Context: an optimization exercise on an open-source flow, tuned for small area, a short achievable clock period and few clock cycles. The choices shown serve that exercise and are no tape-out recipe. At most, simulation tests tie the RTL to the original design; equivalence was not proved. Function not checked in run 1: the RTL went through the layout flow alone. Power figures rest on the tool's default switching activity, not on a simulated workload.

==> flow/design.v (outline; a module is shown in full before it is edited, if it fits) <==
// module alu_unit: 952 lines
module alu_unit(
    input clk,
    input rst,
    input in_valid,
    output in_ready,
    input [15:0] a,
    input [15:0] b,
    input [2:0] op,
    output reg out_valid,
    output reg [15:0] r
    );
  // ...
==> flow/flow/run.sh <==
#!/bin/bash
# Standard layout flow (buf_1 port buffers, resizer aims at 55 ns setup slack), logged to standard.log.
bash standard.sh SETUP_SLACK_MARGIN=55 "BUFFER_PORTS_ARGS=-buffer_cell sky130_fd_sc_hd__buf_1" finish > standard.log 2>&1
==> flow/standard.sh <==
#!/bin/bash
# synth_recipe.tcl (not shown) runs the flow's synth.tcl, then flattens the netlist and writes it again
# the make line also repeats each setting of config.mk as NAME=value (left out here)
make -C /OpenROAD-flow-scripts/flow DESIGN_CONFIG=/design/flow/config.mk WORK_HOME=/design/flow/orfs CLKGATE_MAP_FILE= SYNTH_SCRIPT=/design/flow/synth_recipe.tcl "${@:-finish}"
==> flow/config.mk <==
export PLATFORM = sky130hd
export DESIGN_NAME = alu_unit
export DESIGN_NICKNAME = alu_unit
export VERILOG_FILES = /design/flow/design.v
export SDC_FILE = /design/flow/constraint.sdc
export NUM_CORES = 4
export LEC_CHECK = 0
export ABC_AREA = 1
export CAP_MARGIN = 20
export CORE_MARGIN = 2
export CORE_UTILIZATION = 40
export SLEW_MARGIN = 20
==> flow/constraint.sdc <==
create_clock -name core_clock -period 70.0 [get_ports {clk}]
set_input_delay 14.0000 -clock core_clock [delete_from_list [all_inputs] [get_ports {clk}]]
set_output_delay 14.0000 -clock core_clock [all_outputs]
set_load 0.01 [all_outputs]
==> reports/metrics.json, run 1 <==
{
  "outcome": {
    "run_status": "complete, no violations"
  },
  "clocking": {
    "cts_repair_resize_count": 72,
    "post-cts-setup-buffer-count": 25,
    "cts.sinks": 98
  },
  "yosys": {
    "synth.yosys.warnings": 1,
    "syn_area_per_cell_sq_um": 7.22,
    "synthCells": 1338
  },
  "grt": {
    "first_global_vias": 8642,
    "groute.layer.met1.usage": 0.279,
    "grt_most_used_layer": "met2",
    "grt_start_max_net_pins": 21
  },
  "hold_path": {
    "holdCritPathClass": "reg2reg"
  },
  "power_and_ir_drop": {
    "ir_drop_worst_vdd_mv": 0.0120,
    "p_int_mw": 0.159,
    "powerSeq_mw": 0.0661,
    "power.net_switching_mw": 0.124,
    "clock_power_share": 0.178,
    "clock_power_mw": 0.0504,
    "p_comb_frac": 0.588
  },
  "finish": {
    "clockBufferCount": 11,
    "finish.utilization": 0.504
  },
  "placement": {
    "io_buffers": 54,
    "dp_slack_ps": 50450
  },
  "worst_setup_path": {
    "critical_path_required_ps": 56000,
    "timing.reg2reg.setup_slack_ps": 55690,
    "crit_buf_inv": 1
  },
  "drt": {
    "num_vias": 9004,
    "initialDrtViolationCount": 541,
    "number_of_design_rule_violations_left_after_detail_routing": 0
  },
  "floorplanning": {
    "tap_cells": 319
  },
  "timing": {
    "finClkSkew_ps": 11.7,
    "report.final.slew_viol_count": 0,
    "final-hold-violation-count": 0
  }
}
==> run 2, diff against run 1 <==
--- a/flow/design.v
+++ b/flow/design.v
@@ -20,17 +20,17 @@
     op_q <= op;
     v0 <= in_valid & ~rst;
 end
 wire mul0 = op_q == 3'd3;
 wire div0 = op_q == 3'd4;
 wire add0 = op_q == 3'd1;
 wire sub0 = op_q == 3'd2;
 wire [15:0] y0 = b_q ^ {16{div0 | sub0}};
-wire [15:0] x0 = {a_q[15:8] & {8{~mul0}}, a_q[7:0]};
+wire [15:0] x0 = {a_q[15:7] & {9{~mul0}}, a_q[6:0]};
 wire [1:0] s15;
 wire g15_0_0 = (x0[15] & y0[0]) | ((div0 | sub0) & (x0[15] ^ y0[0]));
 wire p15_0_0 = x0[15] ^ y0[0];
 assign s15[0] = p15_0_0 ^ (div0 | sub0);
 assign s15[1] = g15_0_0;
 wire sel15 = mul0 ? a_q[15] : (div0 & s15[1] & &y0[15:1]);
 wire [15:0] x_15 = sel15 ? {s15[0:0], x0[14:0]} : x0;
 wire [2:0] s14;
@@ -241,49 +241,35 @@
 assign s8[3] = p8_3_3 ^ g8_2_0;
 assign s8[4] = p8_4_4 ^ g8_3_0;
 assign s8[5] = p8_5_5 ^ g8_4_0;
 assign s8[6] = p8_6_6 ^ g8_5_0;
 assign s8[7] = p8_7_7 ^ g8_6_0;
 assign s8[8] = g8_7_0;
 wire sel8 = mul0 ? a_q[8] : (div0 & s8[8] & &y0[15:8]);
 wire [15:0] x_8 = sel8 ? {s8[7:0], x_9[7:0]} : x_9;
-reg [15:0] x1, y1;
-reg [15:8] q1;
-reg mul1, div1, add1, sub1, v1;
-always @(posedge clk) begin
-    x1 <= x_8;
-    y1 <= y0;
-    q1 <= {sel15, sel14, sel13, sel12, sel11, sel10, sel9, sel8};
-    mul1 <= mul0;
-    div1 <= div0;
-    add1 <= add0;
-    sub1 <= sub0;
-    v1 <= v0 & ~rst;
-end
-wire xl7 = ~mul1 & x1[7];
 wire [9:0] s7;
-wire g7_0_0 = (xl7 & y1[0]) | ((div1 | sub1) & (xl7 ^ y1[0]));
-wire p7_0_0 = xl7 ^ y1[0];
-wire g7_1_1 = x1[8] & y1[1];
-wire p7_1_1 = x1[8] ^ y1[1];
-wire g7_2_2 = x1[9] & y1[2];
-wire p7_2_2 = x1[9] ^ y1[2];
-wire g7_3_3 = x1[10] & y1[3];
-wire p7_3_3 = x1[10] ^ y1[3];
-wire g7_4_4 = x1[11] & y1[4];
-wire p7_4_4 = x1[11] ^ y1[4];
-wire g7_5_5 = x1[12] & y1[5];
-wire p7_5_5 = x1[12] ^ y1[5];
-wire g7_6_6 = x1[13] & y1[6];
-wire p7_6_6 = x1[13] ^ y1[6];
-wire g7_7_7 = x1[14] & y1[7];
-wire p7_7_7 = x1[14] ^ y1[7];
-wire g7_8_8 = x1[15] & y1[8];
-wire p7_8_8 = x1[15] ^ y1[8];
+wire g7_0_0 = (x_8[7] & y0[0]) | ((div0 | sub0) & (x_8[7] ^ y0[0]));
+wire p7_0_0 = x_8[7] ^ y0[0];
+wire g7_1_1 = x_8[8] & y0[1];
+wire p7_1_1 = x_8[8] ^ y0[1];
+wire g7_2_2 = x_8[9] & y0[2];
+wire p7_2_2 = x_8[9] ^ y0[2];
+wire g7_3_3 = x_8[10] & y0[3];
+wire p7_3_3 = x_8[10] ^ y0[3];
+wire g7_4_4 = x_8[11] & y0[4];
+wire p7_4_4 = x_8[11] ^ y0[4];
+wire g7_5_5 = x_8[12] & y0[5];
+wire p7_5_5 = x_8[12] ^ y0[5];
+wire g7_6_6 = x_8[13] & y0[6];
+wire p7_6_6 = x_8[13] ^ y0[6];
+wire g7_7_7 = x_8[14] & y0[7];
+wire p7_7_7 = x_8[14] ^ y0[7];
+wire g7_8_8 = x_8[15] & y0[8];
+wire p7_8_8 = x_8[15] ^ y0[8];
 wire g7_1_0 = g7_1_1 | (p7_1_1 & g7_0_0);
 wire p7_1_0 = p7_1_1 & p7_0_0;
 wire g7_3_2 = g7_3_3 | (p7_3_3 & g7_2_2);
 wire p7_3_2 = p7_3_3 & p7_2_2;
 wire g7_5_4 = g7_5_5 | (p7_5_5 & g7_4_4);
 wire p7_5_4 = p7_5_5 & p7_4_4;
 wire g7_7_6 = g7_7_7 | (p7_7_7 & g7_6_6);
 wire p7_7_6 = p7_7_7 & p7_6_6;
@@ -300,50 +286,63 @@
 wire g7_5_0 = g7_5_4 | (p7_5_4 & g7_3_0);
 wire p7_5_0 = p7_5_4 & p7_3_0;
 wire g7_6_0 = g7_6_4 | (p7_6_4 & g7_3_0);
 wire p7_6_0 = p7_6_4 & p7_3_0;
 wire g7_7_0 = g7_7_4 | (p7_7_4 & g7_3_0);
 wire p7_7_0 = p7_7_4 & p7_3_0;
 wire g7_8_0 = g7_8_8 | (p7_8_8 & g7_7_0);
 wire p7_8_0 = p7_8_8 & p7_7_0;
-assign s7[0] = p7_0_0 ^ (div1 | sub1);
+assign s7[0] = p7_0_0 ^ (div0 | sub0);
 assign s7[1] = p7_1_1 ^ g7_0_0;
 assign s7[2] = p7_2_2 ^ g7_1_0;
 assign s7[3] = p7_3_3 ^ g7_2_0;
 assign s7[4] = p7_4_4 ^ g7_3_0;
 assign s7[5] = p7_5_5 ^ g7_4_0;
 assign s7[6] = p7_6_6 ^ g7_5_0;
 assign s7[7] = p7_7_7 ^ g7_6_0;
 assign s7[8] = p7_8_8 ^ g7_7_0;
 assign s7[9] = g7_8_0;
-wire sel7 = mul1 ? x1[7] : (div1 & s7[9] & &y1[15:9]);
-wire [15:0] x_7 = sel7 ? {s7[8:0], x1[6:0]} : x1;
-wire xl6 = ~mul1 & x_7[6];
+wire sel7 = mul0 ? a_q[7] : (div0 & s7[9] & &y0[15:9]);
+wire [15:0] x_7 = sel7 ? {s7[8:0], x_8[6:0]} : x_8;
+reg [15:0] x1, y1;
+reg [15:7] q1;
+reg mul1, div1, add1, sub1, v1;
+always @(posedge clk) begin
+    x1 <= x_7;
+    y1 <= y0;
+    q1 <= {sel15, sel14, sel13, sel12, sel11, sel10, sel9, sel8, sel7};
+    mul1 <= mul0;
+    div1 <= div0;
+    add1 <= add0;
+    sub1 <= sub0;
+    v1 <= v0 & ~rst;
+end
+wire xl6 = ~mul1 & x1[6];
 wire [10:0] s6;
 wire g6_0_0 = (xl6 & y1[0]) | ((div1 | sub1) & (xl6 ^ y1[0]));
 wire p6_0_0 = xl6 ^ y1[0];
-wire g6_1_1 = x_7[7] & y1[1];
-wire p6_1_1 = x_7[7] ^ y1[1];
-wire g6_2_2 = x_7[8] & y1[2];
-wire p6_2_2 = x_7[8] ^ y1[2];
-wire g6_3_3 = x_7[9] & y1[3];
-wire p6_3_3 = x_7[9] ^ y1[3];
-wire g6_4_4 = x_7[10] & y1[4];
-wire p6_4_4 = x_7[10] ^ y1[4];
-wire g6_5_5 = x_7[11] & y1[5];
-wire p6_5_5 = x_7[11] ^ y1[5];
-wire g6_6_6 = x_7[12] & y1[6];
-wire p6_6_6 = x_7[12] ^ y1[6];
-wire g6_7_7 = x_7[13] & y1[7];
-wire p6_7_7 = x_7[13] ^ y1[7];
-wire g6_8_8 = x_7[14] & y1[8];
-wire p6_8_8 = x_7[14] ^ y1[8];
-wire g6_9_9 = x_7[15] & y1[9];
-wire p6_9_9 = x_7[15] ^ y1[9];
+wire g6_1_1 = x1[7] & y1[1];
+wire p6_1_1 = x1[7] ^ y1[1];
+wire g6_2_2 = x1[8] & y1[2];
+wire p6_2_2 = x1[8] ^ y1[2];
+wire g6_3_3 = x1[9] & y1[3];
+wire p6_3_3 = x1[9] ^ y1[3];
+wire g6_4_4 = x1[10] & y1[4];
+wire p6_4_4 = x1[10] ^ y1[4];
+wire g6_5_5 = x1[11] & y1[5];
+wire p6_5_5 = x1[11] ^ y1[5];
+wire g6_6_6 = x1[12] & y1[6];
+wire p6_6_6 = x1[12] ^ y1[6];
+wire g6_7_7 = x1[13] & y1[7];
+wire p6_7_7 = x1[13] ^ y1[7];
+wire g6_8_8 = x1[14] & y1[8];
+wire p6_8_8 = x1[14] ^ y1[8];
+wire g6_9_9 = x1[15] & y1[9];
+wire p6_9_9 = x1[15] ^ y1[9];
 wire g6_1_0 = g6_1_1 | (p6_1_1 & g6_0_0);
 wire p6_1_0 = p6_1_1 & p6_0_0;
 wire g6_3_2 = g6_3_3 | (p6_3_3 & g6_2_2);
 wire p6_3_2 = p6_3_3 & p6_2_2;
 wire g6_5_4 = g6_5_5 | (p6_5_5 & g6_4_4);
 wire p6_5_4 = p6_5_5 & p6_4_4;
 wire g6_7_6 = g6_7_7 | (p6_7_7 & g6_6_6);
 wire p6_7_6 = p6_7_7 & p6_6_6;
@@ -375,18 +374,18 @@
 assign s6[3] = p6_3_3 ^ g6_2_0;
 assign s6[4] = p6_4_4 ^ g6_3_0;
 assign s6[5] = p6_5_5 ^ g6_4_0;
 assign s6[6] = p6_6_6 ^ g6_5_0;
 assign s6[7] = p6_7_7 ^ g6_6_0;
 assign s6[8] = p6_8_8 ^ g6_7_0;
 assign s6[9] = p6_9_9 ^ g6_8_0;
 assign s6[10] = g6_9_0;
-wire sel6 = mul1 ? x_7[6] : (div1 & s6[10] & &y1[15:10]);
-wire [15:0] x_6 = sel6 ? {s6[9:0], x_7[5:0]} : x_7;
+wire sel6 = mul1 ? x1[6] : (div1 & s6[10] & &y1[15:10]);
+wire [15:0] x_6 = sel6 ? {s6[9:0], x1[5:0]} : x1;
 wire xl5 = ~mul1 & x_6[5];
 wire [11:0] s5;
 wire g5_0_0 = (xl5 & y1[0]) | ((div1 | sub1) & (xl5 ^ y1[0]));
 wire p5_0_0 = xl5 ^ y1[0];
 wire g5_1_1 = x_6[6] & y1[1];
 wire p5_1_1 = x_6[6] ^ y1[1];
 wire g5_2_2 = x_6[7] & y1[2];
 wire p5_2_2 = x_6[7] ^ y1[2];
@@ -938,16 +937,16 @@
 assign s0[11] = p0_11_11 ^ g0_10_0;
 assign s0[12] = p0_12_12 ^ g0_11_0;
 assign s0[13] = p0_13_13 ^ g0_12_0;
 assign s0[14] = p0_14_14 ^ g0_13_0;
 assign s0[15] = p0_15_15 ^ g0_14_0;
 assign s0[16] = g0_15_0;
 wire sel0 = mul1 ? x_1[0] : (div1 & s0[16] & 1'b1) | add1 | (sub1 & s0[16]);
 wire [15:0] x_0 = sel0 ? s0[15:0] : {x_1[15:1], xl0};
-wire [15:0] q = {q1[15:8], sel7, sel6, sel5, sel4, sel3, sel2, sel1, sel0};
+wire [15:0] q = {q1[15:7], sel6, sel5, sel4, sel3, sel2, sel1, sel0};
 wire [15:0] res = div1 ? q :
                   (mul1 | add1 | (sub1 & sel0)) ? x_0 : 16'd0;
 always @(posedge clk) begin
     r <= res;
     out_valid <= v1 & ~rst;
 end
 endmodule
==> flow/flow/run.sh (replaced) <==
#!/bin/bash
# Standard layout flow in two parts, logged to standard_1.log and
# standard_2.log: synthesis to placement with the default repair margin,
# then clock tree, routing and finish with the resizer asked to leave 55 ns
# of setup slack. Port buffers are buf_1, clock buffers clkbuf_8.
A=("BUFFER_PORTS_ARGS=-buffer_cell sky130_fd_sc_hd__buf_1" CTS_BUF_LIST=sky130_fd_sc_hd__clkbuf_8)
bash standard.sh "${A[@]}" place > standard_1.log 2>&1
bash standard.sh "${A[@]}" SETUP_SLACK_MARGIN=55 finish > standard_2.log 2>&1
==> reports/metrics.json, run 2 <==
{
  "power_and_ir_drop": {
    "power_frac_seq": {"value": 0.273, "change": "was 0.234"},
    "switching_share": {"value": 0.455, "change": "was 0.438"},
    "clock_power_share": {"value": 0.172, "change": "was 0.178"},
    "power_density": {"value": 22.5, "unit": "nW/um^2", "change": "was 23.8 nW/um^2"},
    "p_comb_frac": {"value": 0.555, "change": "was 0.588"},
    "power.net_switching": {"value": 0.113, "unit": "mW", "change": "was 0.124 mW"},
    "ir_drop_worst_vdd": {"value": 0.0108, "unit": "mV", "change": "was 0.0120 mV"},
    "p_int": {"value": 0.136, "unit": "mW", "change": "was 0.159 mW"},
    "power.leakage": {"value": 5.66, "unit": "nW", "change": "was 5.89 nW"}
  },
  "placement": {
    "post_dp_cell_area": {"value": 10100, "unit": "sq um", "change": "was 10200 sq um"},
    "io_buffers": {"value": 54, "change": "unchanged"},
    "finalWeightedCongestion": {"value": 0.979, "change": "was 0.900"},
    "dp_cells": {"value": 1686, "change": "was 1700"},
    "hpwl": {"value": 20.9, "unit": "mm", "change": "was 21.1 mm"}
  },
  "yosys": {
    "post-synth-top-count-cell": {"value": "nand2_1", "change": "unchanged"},
    "synthesis.area": {"value": 9590, "unit": "sq um", "change": "was 9660 sq um"},
    "number_of_distinct_standard_cells_referenced_by_the_synthesized_netlist": {"value": 52, "change": "was 55"},
    "largest_family_of_logic_cells_by_synthesized_area": {"value": "simple AND/OR/NAND/NOR gates", "change": "unchanged"},
    "yosys.area_share.adder": {"value": 0.250, "change": "about the same"},
    "synth_top_cells_by_count": {"value": "382 x nand2_1, 165 x inv_1, 142 x nand3_1", "change": "was 393 x nand2_1, 158 x inv_1, 134 x nand3_1"},
    "synth_top_area_frac": {"value": 0.207, "change": "was 0.203"},
    "synth.yosys.seq_area_share": {"value": 0.207, "change": "was 0.203"},
    "synth-xor-area-share": {"value": 0.0697, "change": "was 0.0644"},
    "synth.area.mux_share": {"value": 0.00104, "change": "about the same"},
    "synth_compound_gate_area_share": {"value": 0.0765, "change": "was 0.0808"},
    "postSynth.asyncResetShare": {"value": 0, "change": "unchanged"},
    "synth.area.top_cells": {"value": "dfxtp_1 21%, nand2_1 15%, ha_1 13%, fa_1 12%, nand3_1 7.4%", "change": "was dfxtp_1 20%, nand2_1 15%, ha_1 13%, fa_1 12%, nand3_1 6.9%"},
    "synth-edff-count": {"value": 0, "change": "unchanged"},
    "synth_ff_type": {"value": "dfxtp_1", "change": "unchanged"},
    "yosys.area_share.simple": {"value": 0.313, "change": "was 0.324"},
    "yosysTopAreaCell": {"value": "dfxtp_1", "change": "unchanged"},
    "synth.yosys.warnings": {"value": 1, "change": "unchanged"},
    "synthCells": {"value": 1334, "change": "was 1338"},
    "synthesis.nets": {"value": 1530, "change": "was 1535"},
    "syn_area_per_cell": {"value": 7.19, "unit": "sq um", "change": "was 7.22 sq um"},
    "synth.ff_latch_count": {"value": 99, "change": "was 98"}
  },
  "clocking": {
    "cts.reportedPaths.clkPinSlew": {"value": 110, "unit": "ps", "change": "was 70 ps"},
    "tritoncts.num_buffers": {"value": 9, "change": "unchanged"},
    "clock-root-buffer": {"value": "clkbuf_8", "change": "was clkbuf_16"},
    "worst_skew_pair.late_latency": {"value": 400, "unit": "ps", "change": "was 350 ps"},
    "clockBufferDepth": {"value": 2, "change": "unchanged"},
    "holdBufCountCts": {"value": 0, "change": "unchanged"},
    "cts.sinks": {"value": 99, "change": "was 98"},
    "cts_tree": {"value": "built", "change": "unchanged"},
    "clock_tree.htree_level_count": {"value": 3, "change": "unchanged"}
  },
  "drt": {
    "num_vias": {"value": 8727, "change": "was 9004"},
    "routed_via_density": {"value": 4.98, "change": "was 5.08"},
    "wire_per_inst": {"value": 15.4, "unit": "microns", "change": "was 16.1 microns"},
    "initialDrtViolationCount": {"value": 609, "change": "was 541"},
    "drt-total-wl": {"value": 27.0, "unit": "mm", "change": "was 28.5 mm"},
    "firstDrtPassIters": {"value": 5, "change": "unchanged"},
    "antenna_violation_net_count_after_detailed_routing": {"value": 0, "change": "unchanged"},
    "number_of_design_rule_violations_left_after_detail_routing": {"value": 0, "change": "unchanged"}
  },
  "timing": {
    "unrepaired_setup_endpoints_after_global_routing": {"value": "false", "change": "unchanged"},
    "fin_setup_tns": {"value": 0, "unit": "ps", "change": "unchanged"},
    "holdWs": {"value": 332, "unit": "ps", "change": "was 326 ps"},
    "finClkSkew": {"value": 14.9, "unit": "ps", "change": "was 11.7 ps"},
    "maxClockFrequency": {"value": 66.9, "unit": "MHz", "change": "was 67.0 MHz"},
    "tightest_slew": {"value": 904, "unit": "ps", "change": "was 873 ps"},
    "final-hold-violation-count": {"value": 0, "change": "unchanged"},
    "post_route_fraction_of_the_period_consumed_by_the_critical_path": {"value": 0.213, "change": "about the same"},
    "post-route-min-period": {"value": 14940, "unit": "ps", "change": "was 14930 ps"},
    "report.final.slew_viol_count": {"value": 0, "change": "unchanged"},
    "finalSetupViolations": {"value": 0, "change": "unchanged"},
    "timing.slew.headroom": {"value": 0.396, "change": "was 0.413"}
  },
  "worst_setup_path": {
    "worstPathArrival": {"value": 940, "unit": "ps", "change": "was 930 ps"},
    "critical_path.reg2reg.startpoint": {"value": "op_q[0]", "change": "was mul1"},
    "crit_slowest_cell": {"value": "dfxtp_2", "change": "was dfxtp_1"},
    "worst_r2r_endpoint": {"value": "x1[15]", "change": "was r[2]"},
    "timing.critical_path.from_type": {"value": "flip-flop", "change": "unchanged"},
    "critPathTopFamily": {"value": "flip-flops", "change": "unchanged"},
    "timing.reg2reg.setup_slack": {"value": 55950, "unit": "ps", "change": "was 55690 ps"},
    "cell_breakdown_of_the_critical_path": {"value": "buf_1", "change": "unchanged"},
    "critical_path_required": {"value": 56000, "unit": "ps", "change": "about the same"},
    "critical_path.max_stage_delay": {"value": 380, "unit": "ps", "change": "was 400 ps"},
    "worst_setup_path_end_kind": {"value": "output pin", "change": "unchanged"},
    "timing.reg2reg.worst_path_depth": {"value": 83, "change": "was 105"},
    "critical_path.endpoint": {"value": "r[8]", "change": "unchanged"},
    "criticalPathCategory": {"value": "reg2out", "change": "unchanged"},
    "path_max_fanout": {"value": 1, "change": "unchanged"},
    "crit_buf_inv": {"value": 1, "change": "unchanged"},
    "cp-startpoint": {"value": "r[8]", "change": "unchanged"},
    "levels_on_crit_path": {"value": 1, "change": "unchanged"}
  },
  "finish": {
    "drive_above_1_share": {"value": 0.137, "change": "was 0.214"},
    "post_layout_nonfiller_instances": {"value": 1753, "change": "was 1774"},
    "final_nets": {"value": 1625, "change": "was 1647"},
    "antennaDiodeCount": {"value": 0, "change": "unchanged"},
    "final_cell_mix": {"value": "373 x nand2_1, 157 x inv_1, 139 x nand3_1, 102 x ha_1, 89 x dfxtp_1", "change": "was 346 x nand2_1, 149 x inv_1, 117 x nand3_1, 90 x dfxtp_1, 80 x ha_1"},
    "layout.cells.most_common": {"value": "nand2_1", "change": "unchanged"},
    "area_delta_synth_final": {"value": 15.4, "unit": "%", "change": "was 23.2%"},
    "final_instance_area": {"value": 11100, "unit": "sq um", "change": "was 11900 sq um"}
  },
  "floorplanning": {
    "fp.dieH": {"value": 159, "unit": "microns", "change": "about the same"},
    "dieArea": {"value": 25200, "unit": "sq um", "change": "was 25400 sq um"},
    "die-width": {"value": 159, "unit": "microns", "change": "about the same"},
    "initial_core_util": {"value": 0.409, "change": "about the same"},
    "coreArea": {"value": 23500, "unit": "sq um", "change": "was 23600 sq um"},
    "top_level_ports": {"value": 56, "change": "unchanged"},
    "row_count": {"value": 56, "change": "unchanged"}
  },
  "grt": {
    "global_route_wire_length_before_repair": {"value": 42.0, "unit": "mm", "change": "was 44.0 mm"},
    "grt_antenna_before_repair": {"value": 0, "change": "unchanged"},
    "grt_start_max_net_pins": {"value": 25, "change": "was 21"},
    "remaining_global_route_overflow": {"value": 0, "change": "unchanged"},
    "first_global_vias": {"value": 8116, "change": "was 8642"},
    "grt.total_usage": {"value": 0.209, "change": "was 0.218"}
  },
  "outcome": {
    "run_status": {"value": "complete, no violations", "change": "unchanged"}
  },
  "hold_path": {
    "holdCritPathClass": {"value": "reg2reg", "change": "unchanged"}
  },
  "flow_run": {
    "maxCapViolations": {"value": 0, "change": "unchanged"}
  }
}
-- run 2: cell count changes after synthesis, moves of 6 or more --
cell / before / now
and2_1: 28 / 18
o21ai_0: 40 / 46
a21o_1: 11 / 5
a21oi_1: 53 / 43
inv_1: 158 / 165
nand2_1: 393 / 382
o21ai_2: 1 / 8
nand3_1: 134 / 142
-- run 2: final cells by class --
class / instances / area [sq um]
Clock inverter: 7 / 103
Sequential cell: 99 / 2000
Timing Repair Buffer: 102 / 602
Fill cell: 2350 / 12400
Tap cell: 319 / 399
Inverter: 175 / 696
Multi-Input combinational cell: 1042 / 7140
Clock buffer: 9 / 124
-- run 2: power groups by stage --
stage / Combinational (mW) / Clock [mW] / Sequential [mW]
6_report: 0.138 / 0.0429 / 0.0681
5_1_grt: 0.159 / 0.0462 / 0.0688
4_1_cts: 0.132 / 0.0443 / 0.0681
3_5_place_dp: 0.130 / 0 / 0.0693
3_3_place_gp: 0.128 / 0 / 0.0694
2_1_floorplan: 0.102 / 0 / 0.0667
-- run 2: worst min path at each step --
stage                      start     to  slack [ps]  cells past startpoint
after floorplan           a_q[0]  x1[0]         310                      0
after global placement    a_q[1]  x1[1]         310                      0
after detailed placement  a_q[2]  x1[2]         310                      0
after CTS                 a_q[2]  x1[2]         340                      0
after global routing      a_q[5]  x1[5]         350                      0
final                     a_q[2]  x1[2]         330                      0
-- run 2: timing repair --
item / in CTS / in global routing
setup endpoints to repair: 25 / 26
buffers inserted: 2 / 42
pin swaps: 0 / 11
endpoints found under the hold margin: 0 / 0
gates resized for setup: 33 / 67
gates cloned: 0 / 7
-- run 2: cell families after synthesis --
group	Yosys count
buf+inv	200
simple gates	678
compound gates	125
xor+xnor	72
mux	1
fa+ha+maj	158
flops	99
other cells	1
-- run 2: through the flow --
stage	utilization	setup slack, ps	power (mW)
final	0.471	55060	0.249
after global routing	0.471	54900	0.274
after CTS	0.444	54980	0.244
after detailed placement	0.430	51270	0.199
after global placement	0.430	52020	0.198
after floorplan	-	55670	0.169
-- run 2: per-layer routing --
layer  vias up  global-route usage  wire length, microns
met4         0              0.0709                   726
met3        50              0.0280                  1280
met5         -                   0                     0
met1      3988               0.279                 12200
met2       240               0.350                 12800
li1       4449                   -                     -
Testbench counts of run 2, summed over its fixed seeds: cycles 4,024.
==> run 3, diff against run 2 <==
==> flow/flow/run.sh (replaced) <==
#!/bin/bash
# Standard layout flow (buf_1 port buffers, clkbuf_8 clock buffers, resizer aims at 55 ns setup slack), logged to standard.log.
bash standard.sh SETUP_SLACK_MARGIN=55 "BUFFER_PORTS_ARGS=-buffer_cell sky130_fd_sc_hd__buf_1" CTS_BUF_LIST=sky130_fd_sc_hd__clkbuf_8 finish > standard.log 2>&1
==> reports/metrics.json, run 3 <==
{
  "outcome": {
    "run_status": {"value": "complete, no violations", "change": "unchanged"}
  },
  "worst_setup_path": {
    "critical_path.reg2reg.startpoint": {"value": "op_q[0]", "change": "unchanged"},
    "critPathTopFamily": {"value": "flip-flops", "change": "unchanged"},
    "levels_on_crit_path": {"value": 1, "change": "unchanged"},
    "worstPathArrival": {"value": 940, "unit": "ps", "change": "about the same"},
    "worst_setup_path_end_kind": {"value": "output pin", "change": "unchanged"},
    "cell_breakdown_of_the_critical_path": {"value": "buf_1", "change": "unchanged"},
    "crit_buf_inv": {"value": 1, "change": "unchanged"},
    "timing.reg2reg.worst_path_depth": {"value": 83, "change": "unchanged"},
    "timing.critical_path.from_type": {"value": "flip-flop", "change": "unchanged"},
    "critical_path.max_stage_delay": {"value": 380, "unit": "ps", "change": "about the same"},
    "path_max_fanout": {"value": 1, "change": "unchanged"},
    "crit_slowest_cell": {"value": "dfxtp_2", "change": "unchanged"},
    "criticalPathCategory": {"value": "reg2out", "change": "unchanged"},
    "worst_r2r_endpoint": {"value": "x1[15]", "change": "unchanged"},
    "timing.reg2reg.setup_slack": {"value": 55950, "unit": "ps", "change": "about the same"},
    "critical_path_required": {"value": 56000, "unit": "ps", "change": "about the same"}
  },
  "timing": {
    "finClkSkew": {"value": 14.9, "unit": "ps", "change": "unchanged"},
    "fin_setup_tns": {"value": 0, "unit": "ps", "change": "unchanged"},
    "post_route_fraction_of_the_period_consumed_by_the_critical_path": {"value": 0.213, "change": "unchanged"},
    "unrepaired_setup_endpoints_after_global_routing": {"value": "false", "change": "unchanged"},
    "finalSetupViolations": {"value": 0, "change": "unchanged"},
    "timing.slew.headroom": {"value": 0.396, "change": "unchanged"},
    "post-route-min-period": {"value": 14940, "unit": "ps", "change": "unchanged"},
    "report.final.slew_viol_count": {"value": 0, "change": "unchanged"},
    "final-hold-violation-count": {"value": 0, "change": "unchanged"},
    "maxClockFrequency": {"value": 66.9, "unit": "MHz", "change": "unchanged"},
    "tightest_slew": {"value": 904, "unit": "ps", "change": "unchanged"}
  },
  "floorplanning": {
    "row_count": {"value": 56, "change": "unchanged"},
    "die-width": {"value": 159, "unit": "microns", "change": "unchanged"},
    "fp.dieH": {"value": 159, "unit": "microns", "change": "unchanged"},
    "initial_core_util": {"value": 0.409, "change": "unchanged"},
    "dieArea": {"value": 25200, "unit": "sq um", "change": "unchanged"},
    "coreArea": {"value": 23500, "unit": "sq um", "change": "unchanged"},
    "top_level_ports": {"value": 56, "change": "unchanged"}
  },
  "grt": {
    "grt.total_usage": {"value": 0.209, "change": "unchanged"},
    "first_global_vias": {"value": 8116, "change": "unchanged"},
    "grt_antenna_before_repair": {"value": 0, "change": "unchanged"},
    "remaining_global_route_overflow": {"value": 0, "change": "unchanged"},
    "global_route_wire_length_before_repair": {"value": 42.0, "unit": "mm", "change": "unchanged"},
    "grt_start_max_net_pins": {"value": 25, "change": "unchanged"}
  },
  "clocking": {
    "tritoncts.num_buffers": {"value": 9, "change": "unchanged"},
    "clockBufferDepth": {"value": 2, "change": "unchanged"},
    "worst_skew_pair.late_latency": {"value": 400, "unit": "ps", "change": "about the same"},
    "cts.sinks": {"value": 99, "change": "unchanged"},
    "cts.reportedPaths.clkPinSlew": {"value": 110, "unit": "ps", "change": "about the same"},
    "clock-root-buffer": {"value": "clkbuf_8", "change": "unchanged"},
    "cts_tree": {"value": "built", "change": "unchanged"},
    "clock_tree.htree_level_count": {"value": 3, "change": "unchanged"}
  },
  "drt": {
    "antenna_violation_net_count_after_detailed_routing": {"value": 0, "change": "unchanged"},
    "wire_per_inst": {"value": 15.4, "unit": "microns", "change": "unchanged"},
    "routed_via_density": {"value": 4.98, "change": "unchanged"},
    "initialDrtViolationCount": {"value": 609, "change": "unchanged"},
    "number_of_design_rule_violations_left_after_detail_routing": {"value": 0, "change": "unchanged"},
    "num_vias": {"value": 8727, "change": "unchanged"},
    "drt-total-wl": {"value": 27.0, "unit": "mm", "change": "unchanged"},
    "firstDrtPassIters": {"value": 5, "change": "unchanged"}
  },
  "placement": {
    "hpwl": {"value": 20.9, "unit": "mm", "change": "unchanged"},
    "dp_cells": {"value": 1686, "change": "unchanged"},
    "finalWeightedCongestion": {"value": 0.979, "change": "unchanged"},
    "io_buffers": {"value": 54, "change": "unchanged"}
  },
  "finish": {
    "area_delta_synth_final": {"value": 15.4, "unit": "%", "change": "unchanged"},
    "layout.cells.most_common": {"value": "nand2_1", "change": "unchanged"},
    "antennaDiodeCount": {"value": 0, "change": "unchanged"},
    "drive_above_1_share": {"value": 0.137, "change": "unchanged"},
    "filler_cell_count": {"value": 2350, "change": "unchanged"},
    "final_nets": {"value": 1625, "change": "unchanged"},
    "final_cell_mix": {"value": "373 x nand2_1, 157 x inv_1, 139 x nand3_1, 102 x ha_1, 89 x dfxtp_1", "change": "unchanged"},
    "post_layout_nonfiller_instances": {"value": 1753, "change": "unchanged"}
  },
  "yosys": {
    "yosysTopAreaCell": {"value": "dfxtp_1", "change": "unchanged"},
    "number_of_distinct_standard_cells_referenced_by_the_synthesized_netlist": {"value": 52, "change": "unchanged"},
    "synth.yosys.warnings": {"value": 1, "change": "unchanged"},
    "synth.area.top_cells": {"value": "dfxtp_1 21%, nand2_1 15%, ha_1 13%, fa_1 12%, nand3_1 7.4%", "change": "unchanged"},
    "synth_top_cells_by_count": {"value": "382 x nand2_1, 165 x inv_1, 142 x nand3_1", "change": "unchanged"},
    "synth_top_area_frac": {"value": 0.207, "change": "unchanged"},
    "synth_ff_type": {"value": "dfxtp_1", "change": "unchanged"},
    "syn_area_per_cell": {"value": 7.19, "unit": "sq um", "change": "unchanged"},
    "synthesis.nets": {"value": 1530, "change": "unchanged"},
    "synth-edff-count": {"value": 0, "change": "unchanged"},
    "postSynth.asyncResetShare": {"value": 0, "change": "unchanged"},
    "synthesis.area": {"value": 9590, "unit": "sq um", "change": "unchanged"},
    "synth.yosys.seq_area_share": {"value": 0.207, "change": "unchanged"},
    "post-synth-top-count-cell": {"value": "nand2_1", "change": "unchanged"},
    "synth.ff_latch_count": {"value": 99, "change": "unchanged"},
    "synthCells": {"value": 1334, "change": "unchanged"}
  },
  "flow_run": {
    "maxCapViolations": {"value": 0, "change": "unchanged"}
  },
  "power_and_ir_drop": {
    "p_comb_frac": {"value": 0.555, "change": "about the same"},
    "p_int": {"value": 0.136, "unit": "mW", "change": "unchanged"},
    "power_density": {"value": 22.5, "unit": "nW/um^2", "change": "unchanged"},
    "power_frac_seq": {"value": 0.273, "change": "about the same"},
    "switching_share": {"value": 0.455, "change": "unchanged"},
    "power.net_switching": {"value": 0.113, "unit": "mW", "change": "unchanged"},
    "ir_drop_worst_vdd": {"value": 0.0108, "unit": "mV", "change": "unchanged"},
    "power.leakage": {"value": 5.66, "unit": "nW", "change": "unchanged"},
    "clock_power_share": {"value": 0.172, "change": "about the same"}
  },
  "hold_path": {
    "worst_hold_startpoint": {"value": "a_q[2]", "change": "unchanged"},
    "holdCritPathClass": {"value": "reg2reg", "change": "unchanged"},
    "worstHoldEndpoint": {"value": "x1[2]", "change": "unchanged"},
    "min_path_cells": {"value": 0, "change": "unchanged"}
  }
}
-- run 3: power by group through the flow --
stage	logic [mW]	clock network, mW	registers (mW)
after floorplan	0.102	0	0.0667
after global placement	0.128	0	0.0694
after detailed placement	0.130	0	0.0693
after CTS	0.132	0.0443	0.0681
after global routing	0.159	0.0462	0.0688
final	0.138	0.0429	0.0681
-- run 3: final cells by class --
cell class	count	area [sq um]	area share
multi-input cells	1042	7140	0.646
flip-flops and latches	99	2000	0.180
inverters	175	696	0.0629
repair buffers	102	602	0.0544
well taps	319	399	0.0361
clock buffers	9	124	0.0112
clock inverters	7	103	0.00927
-- run 3: logic make-up after synthesis --
logic type / count (synthesis) / share of synthesized area
buffers and inverters: 200 / 0.0830
XOR/XNOR: 72 / 0.0697
AO/OA/AOI/OAI: 125 / 0.0765
other: 1 / 0.000391
adder cells (fa/ha/maj): 158 / 0.250
flip-flops: 99 / 0.207
AND/OR/NAND/NOR: 678 / 0.313
multiplexers: 1 / 0.00104
-- run 3: metrics by stage --
stage               worst slack [ps]  utilization  hold WS (ps)  area, sq um  total power, mW
global placement               52020        0.430           312        10100            0.198
global route                   54900        0.471           351        11100            0.274
CTS                            54980        0.444           339        10400            0.244
floorplan                      55670            -           310         9590            0.169
detailed placement             51270        0.430           312        10100            0.199
finish                         55060        0.471           332        11100            0.249
-- run 3: layer usage --
layer  global-route usage  share of wire  vias up  wire length [microns]
li1                     -              -     4449                      -
met1                0.279           0.45     3988                  12200
met2                0.350           0.48      240                  12800
met3               0.0280          0.047       50                   1280
met4               0.0709          0.027        0                    726
met5                    0              0        -                      0
-- run 3: how the worst max path moves through the flow --
stage | start | to | slack, ps
6_report | r[8] | r[8] | 55060
5_1_grt | sub1 | r[2] | 54900
3_3_place_gp | div1 | r[7] | 52020
3_5_place_dp | div1 | r[7] | 51270
2_1_floorplan | out_valid | out_valid | 55670
4_1_cts | div1 | r[7] | 54980
-- run 3: timing repair --
item,4_1_cts,5_1_grt
pin swaps,0,11
buffers inserted,2,42
resized for setup,33,67
endpoints found under the setup margin,25,26
gates cloned,0,7
hold buffers,0,0
hold endpoints to repair,0,0

==> afterwards: timing with drivers on the ports <==
The results above use ideal ports. As a check the final layouts listed here were re-extracted and re-timed, cells and wires unchanged.
Step 1: set_driving_cell puts a clkbuf_16 on clk and a buf_2 on each other input, an assumption about the parent block.
Step 2 moves the port delays by t, midway between the first and last clock arrival at a register: inputs arrive t later, outputs are due t later. That takes back most of the time a late clock gives input paths.
a / b / c = ideal ports / drivers / drivers and shift; a / b = the first two.
| run | shift t [ns] | slack for setup (ns) | worst setup path at the end | latest minus earliest clock arrival (ns) |
|---|---|---|---|---|
| run 1 | 0.394 | 55.072 / 55.025 / 55.419 | register to output | 0.013 / 0.012 |
| run 2 | 0.430 | 55.061 / 55.020 / 55.450 | register to output | 0.015 / 0.014 |
| run 3 | 0.430 | 55.061 / 55.020 / 55.450 | register to output | 0.015 / 0.014 |
After both steps every run listed still meets setup and hold.
